What follows belongs to an exercise in optimizing a design on an open flow for small area, a short achievable clock period and few clock cycles; a production flow would make more cautious choices.
At most, simulation tests tie the RTL to the original design; equivalence was not proved.
Power and IR drop assume default switching activity.

Design divider, start of the top module:
module divider #(
    parameter XLEN_WIDTH = 32
)(
    input                   clk_i,
    input                   rst_i,
    input                   stall_i,
    input  logic [XLEN_WIDTH-1:0]      a_i,
    input  logic [XLEN_WIDTH-1:0]      b_i,
    input  logic            req_i,
    input  logic            kill_i,
    input  logic [ 1 : 0]   operation_sel_i,
    output logic [XLEN_WIDTH-1:0]      div_result_o,
    output logic            ready_o,
    output logic            result_valid_o
);
clock: 5.5 ns
lec_check: 0
cap_margin: 20
core_margin: 2
core_utilization: 38
place_density: 0.5
setup_slack_margin: 1.0
slew_margin: 20
standard.sh (not shown) runs the stock make flow with config.mk's settings and CLKGATE_MAP_FILE= SYNTH_SCRIPT=/design/flow/synth_recipe.tcl, a recipe that flattens the netlist after the stock synthesis.
==> flow/flow/run.sh <==
#!/bin/bash
# Standard layout, with the port buffers made from plain buffers rather than
# the delay cells buffer_ports picks by default.
set -e
cp standard.sh standard_sh.log
export BUFFER_PORTS_ARGS="-buffer_cell sky130_fd_sc_hd__buf_2"
bash standard.sh > standard.log 2>&1
The first run ran to the end with no violations.
Testbench counts at the start, summed over its fixed seeds: cycles 64,645.
Next try:
--- a/flow/config.mk
+++ b/flow/config.mk
@@ -8,6 +8,6 @@
 export CAP_MARGIN = 20
 export CORE_MARGIN = 2
-export CORE_UTILIZATION = 38
-export PLACE_DENSITY = 0.5
+export CORE_UTILIZATION = 55
+export PLACE_DENSITY = 0.7
 export SETUP_SLACK_MARGIN = 1.0
 export SLEW_MARGIN = 20
- combinational power goes down by about 2%
- sequential power rose by about 3%
- worst setup slack is worse by 18 ps
- worst hold slack degrades by 15 ps
- synthesized area stays the same
- non-clock buffer count shrinks by 17


## job 7180
divider, a different RTL version from the one above (not shown whole).
For scale: ~2300 cells after synthesis, ~110 flip-flops, ~110 I/O pins.
Design divider, start of the top module:
module divider #(
    parameter XLEN_WIDTH = 32
)(
    input                   clk_i,
    input                   rst_i,
    input                   stall_i,
    input  logic [XLEN_WIDTH-1:0]      a_i,
    input  logic [XLEN_WIDTH-1:0]      b_i,
    input  logic            req_i,
    input  logic            kill_i,
    input  logic [ 1 : 0]   operation_sel_i,
    output logic [XLEN_WIDTH-1:0]      div_result_o,
    output logic            ready_o,
    output logic            result_valid_o
);
make LEC_CHECK=0 CAP_MARGIN=20 CORE_MARGIN=2 CORE_UTILIZATION=45 PLACE_DENSITY=0.6 SETUP_SLACK_MARGIN=2.5 SLEW_MARGIN=20 finish   # period 5.5 ns
run.sh (not shown) runs the stock make flow with config.mk's settings and CLKGATE_MAP_FILE= SYNTH_SCRIPT=/design/flow/synth_recipe.tcl, a recipe that flattens the netlist after the stock synthesis.
Stock flow here: none of the scripts above is used.
diff inputs: job 7180 => job 2042
- a deleted SETUP_SLACK_MARGIN that had been 2.5
Taking job 7180 as the reference point, the final design instance area without fill of job 2042 falls by about 17%.
Number of cells on the critical path for job 2042: 2 up relative to job 7180
On utilization, the higher figure sits with job 7180, not job 2042.
Job 7180 → job 2042: sequential standard cell area shrank by 44 µm²; wire length on met1 held steady.
Total power of the final layout for job 2042 is lower than for job 7180.
Relative to job 2042, the following input files were edited for job 7380:
- SETUP_SLACK_MARGIN now 3.0, previously not set
==> run summary <==
No run among job 7380 and job 2042 stopped early or left any final violation; all are clean.
The run showing the smaller area occupied by multi-input gates is job 2042.
The run showing the smaller sequential power is job 7380.
Changes observed in job 7380 relative to job 2042: hold slack shrank by 0.013 ns; count of non-CTS buffers in the layout grew by 100%; least setup slack across all paths after layout grew by 0.97 ns.
No functional check of the RTL was part of any run of this note.


The RTL this note starts from:
==> flow/design.v <==
`timescale 1ns/1ps
module divider #(
    parameter XLEN_WIDTH = 32
)(
    input                   clk_i,
    input                   rst_i,
    input                   stall_i,
    input  logic [XLEN_WIDTH-1:0]      a_i,
    input  logic [XLEN_WIDTH-1:0]      b_i,
    input  logic            req_i,
    input  logic            kill_i,
    input  logic [ 1 : 0]   operation_sel_i,
    output logic [XLEN_WIDTH-1:0]      div_result_o,
    output logic            ready_o,
    output logic            result_valid_o
);
function automatic [5:0] clz32(input [31:0] x);
    reg [15:0] z1, c1;
    reg [7:0]  z2; reg [1:0] c2 [0:7];
    reg [3:0]  z3; reg [2:0] c3 [0:3];
    reg [1:0]  z4; reg [3:0] c4 [0:1];
    reg [4:0]  c5;
    integer i;
    begin
        for (i = 0; i < 16; i = i + 1) begin
            z1[i] = ~(x[2*i+1] | x[2*i]);
            c1[i] = ~x[2*i+1];
        end
        for (i = 0; i < 8; i = i + 1) begin
            z2[i] = z1[2*i+1] & z1[2*i];
            c2[i] = z1[2*i+1] ? {1'b1, c1[2*i]} : {1'b0, c1[2*i+1]};
        end
        for (i = 0; i < 4; i = i + 1) begin
            z3[i] = z2[2*i+1] & z2[2*i];
            c3[i] = z2[2*i+1] ? {1'b1, c2[2*i]} : {1'b0, c2[2*i+1]};
        end
        for (i = 0; i < 2; i = i + 1) begin
            z4[i] = z3[2*i+1] & z3[2*i];
            c4[i] = z3[2*i+1] ? {1'b1, c3[2*i]} : {1'b0, c3[2*i+1]};
        end
        c5 = z4[1] ? {1'b1, c4[0]} : {1'b0, c4[1]};
        clz32 = (z4[1] & z4[0]) ? 6'd32 : {1'b0, c5};
    end
endfunction
wire is_div    = ~operation_sel_i[1];
wire is_signed = ~operation_sel_i[0];
wire a_neg     = is_signed & a_i[31];
wire b_neg     = is_signed & b_i[31];
wire b_zero    = (b_i == 32'b0);
wire [31:0] abs_a = a_neg ? -a_i : a_i;
wire [31:0] ones_b = b_i ^ {32{b_neg}};
wire res_neg   = is_div ? (a_neg ^ b_neg) : a_neg;
wire a_pow2 = &(~a_i[30:0] | a_i[31:1]);
wire b_pow2 = &(~b_i[30:0] | b_i[31:1]);
wire [5:0] lz_a = clz32(a_i ^ {32{a_i[31]}});
wire [5:0] lz_b = clz32(b_i ^ {32{b_i[31]}});
wire [5:0] clz_a = (a_i[31] & ~is_signed) ? 6'd0 : lz_a;
wire [5:0] clz_b = (b_i[31] & ~is_signed) ? 6'd0 : lz_b;
wire pow2_a = a_neg & a_pow2;
wire pow2_b = b_neg & b_pow2;
wire signed [6:0] d = {1'b0, clz_b} - {1'b0, clz_a};
wire shorter = (pow2_a == pow2_b) ? (d < 0) : pow2_b ? (d <= 0) : (d < -1);
wire near    = (pow2_a == pow2_b) ? (d <= 1) : pow2_b ? (d <= 2) : (d <= 0);
localparam S_IDLE  = 2'd0,
           S_SETUP = 2'd1,
           S_CALC  = 2'd2,
           S_FIX   = 2'd3;
reg [1:0] S;
reg [31:0] R;        
reg [31:0] D;        
reg [3:0]  cnt;      
reg        dn;       
reg [5:0]  lzr_a, lzr_b;   
reg        p2r_a, p2r_b;   
wire [5:0] shamt = lzr_b - lzr_a + {5'b0, p2r_a} - {5'b0, p2r_b};
wire cin = ~dn;
wire [34:0] t1w = {2'b0, R, 1'b1} + {~{2'b0, D}, cin};
wire [34:0] t2w = {2'b0, R, 1'b1} + {~{1'b0, D, dn}, cin};
wire [33:0] t1 = t1w[34:1];
wire [33:0] t2 = t2w[34:1];
wire [34:0] cx = {3'b0, R};
wire [34:0] cy = ~{3'b0, D};
wire [34:0] cz = ~{2'b0, D, dn};
wire [34:0] cs = cx ^ cy ^ cz;
wire [34:0] cc = (cx & cy) | (cx & cz) | (cy & cz);
wire [35:0] t3w = {cs, 1'b1} + {cc[33:0], cin, cin};
wire [34:0] t3 = t3w[35:1];
wire ge1 = ~t1[33];
wire ge2 = ~t2[33];
wire ge3 = ~t3[34];
wire [1:0] qd = {ge2, ge3 | (ge1 & ~ge2)};
wire [31:0] R_nx = ge3 ? t3[31:0] : ge2 ? t2[31:0] : ge1 ? t1[31:0] : R;
wire last        = (cnt == 4'd0);
wire start   = (S == S_IDLE) & req_i;
wire quick   = b_zero | shorter;
wire [31:0] direct = is_div ? {32{b_zero}} : a_i;
wire done_calc  = (S == S_CALC) & last & ~res_neg;
wire done_fix   = (S == S_FIX);
wire finish     = (start & quick) | done_calc | done_fix;
always_ff @(posedge clk_i) begin
    if (rst_i)
        S <= S_IDLE;
    else if (kill_i)
        S <= S_IDLE;
    else case (S)
        S_IDLE:  S <= (req_i & ~quick) ? (near ? S_CALC : S_SETUP) : S_IDLE;
        S_SETUP: S <= S_CALC;
        S_CALC:  S <= last ? (res_neg ? S_FIX : S_IDLE) : S_CALC;
        default: S <= S_IDLE;
    endcase
end
always_ff @(posedge clk_i) begin
    case (S)
        S_IDLE:  begin R <= abs_a; D <= ones_b; cnt <= 4'd0; end
        S_SETUP: begin R <= abs_a; D <= (D << {shamt[4:1], 1'b0}) | ({32{dn}} & ~(32'hffffffff << {shamt[4:1], 1'b0})); cnt <= shamt[4:1]; end
        default: begin R <= R_nx;  D <= D >> 2; cnt <= cnt - 4'd1; end
    endcase
end
always_ff @(posedge clk_i) begin
    dn    <= b_neg;
    lzr_a <= clz_a;
    lzr_b <= clz_b;
    p2r_a <= pow2_a;
    p2r_b <= pow2_b;
end
always_ff @(posedge clk_i) begin
    if (start)
        div_result_o <= direct;
    else if (S == S_CALC)
        div_result_o <= (last & ~is_div) ? R_nx : {div_result_o[29:0], qd};
    else if (S == S_FIX)
        div_result_o <= -div_result_o;
end
always_ff @(posedge clk_i) begin
    if (rst_i) begin
        ready_o        <= 1'b1;
        result_valid_o <= 1'b0;
    end else begin
        ready_o        <= kill_i | ((S == S_IDLE) & ~req_i) | finish;
        result_valid_o <= ~kill_i & (finish | (stall_i & result_valid_o));
    end
end
endmodule
export LEC_CHECK = 0
export CAP_MARGIN = 20
export CORE_MARGIN = 2
export CORE_UTILIZATION = 45
export PLACE_DENSITY = 0.6
export SETUP_SLACK_MARGIN = 1.4
export SLEW_MARGIN = 20
create_clock -name core_clock -period 5.5 [get_ports {clk_i}]
standard.sh (not shown) runs the stock make flow with config.mk's settings and CLKGATE_MAP_FILE= SYNTH_SCRIPT=/design/flow/synth_recipe.tcl, a recipe that flattens the netlist after the stock synthesis.
Scripts as last shown in full above: flow/flow/run.sh
Testbench counts at the start, summed over its fixed seeds: cycles 64,645.
Then changed:
--- a/flow/config.mk
+++ b/flow/config.mk
@@ -12 +12 @@
-export SETUP_SLACK_MARGIN = 1.4
+export SETUP_SLACK_MARGIN = 1.0
What happened: Global-route usage came out lower by 0.79 points; worst hold slack is better by 0.0078 ns; clock-buffer cell count went down by 1; maximum frequency came out higher by 0.66%; via count decreases by about 1%; routed wire length went down by 1.6%.

separate check: timing with driven ports:
No port has a modelled driver above. Below, the same layouts with a new extraction and two added sets of constraints.
Step 1, drivers: a clkbuf_16 drives clk_i and a buf_2 each remaining input, both assumed.
Step 2, shift: input delay + t, output delay - t, t = (earliest + latest rising clock arrival at the registers) / 2. This alone moves slack from input paths to output paths.
Three values: ideal, step 1, step 2; two values: the first two.
run	t, ns	setup slack, ns	worst setup path after step 2	latest minus earliest clock arrival (ns)	pins driven straight from the clock port
the first run of note 1	0.428	1.112 / 1.135 / 0.706	input to register	0.017 / 0.017	1
the second run of note 1	0.416	1.094 / 1.120 / 0.704	input to register	0.025 / 0.026	1
job 7180	0.418	1.499 / 1.510 / 1.092	input to register	0.013 / 0.013	1
job 2042	0.426	0.483 / 0.507 / 0.081	input to register	0.018 / 0.018	1
job 7380	0.412	1.454 / 1.467 / 1.054	input to register	0.015 / 0.015	1
the first run of note 3	0.485	1.029 / 1.039 / 0.554	input to register	0.012 / 0.012	1
the second run of note 3	0.492	1.058 / 1.069 / 0.576	input to register	0.011 / 0.011	1
After both steps setup and hold are still met in every run listed. For the second run of note 3, which loses most, drivers alone change the setup slack by +0.011 ns; drivers and shift together by -0.482 ns.
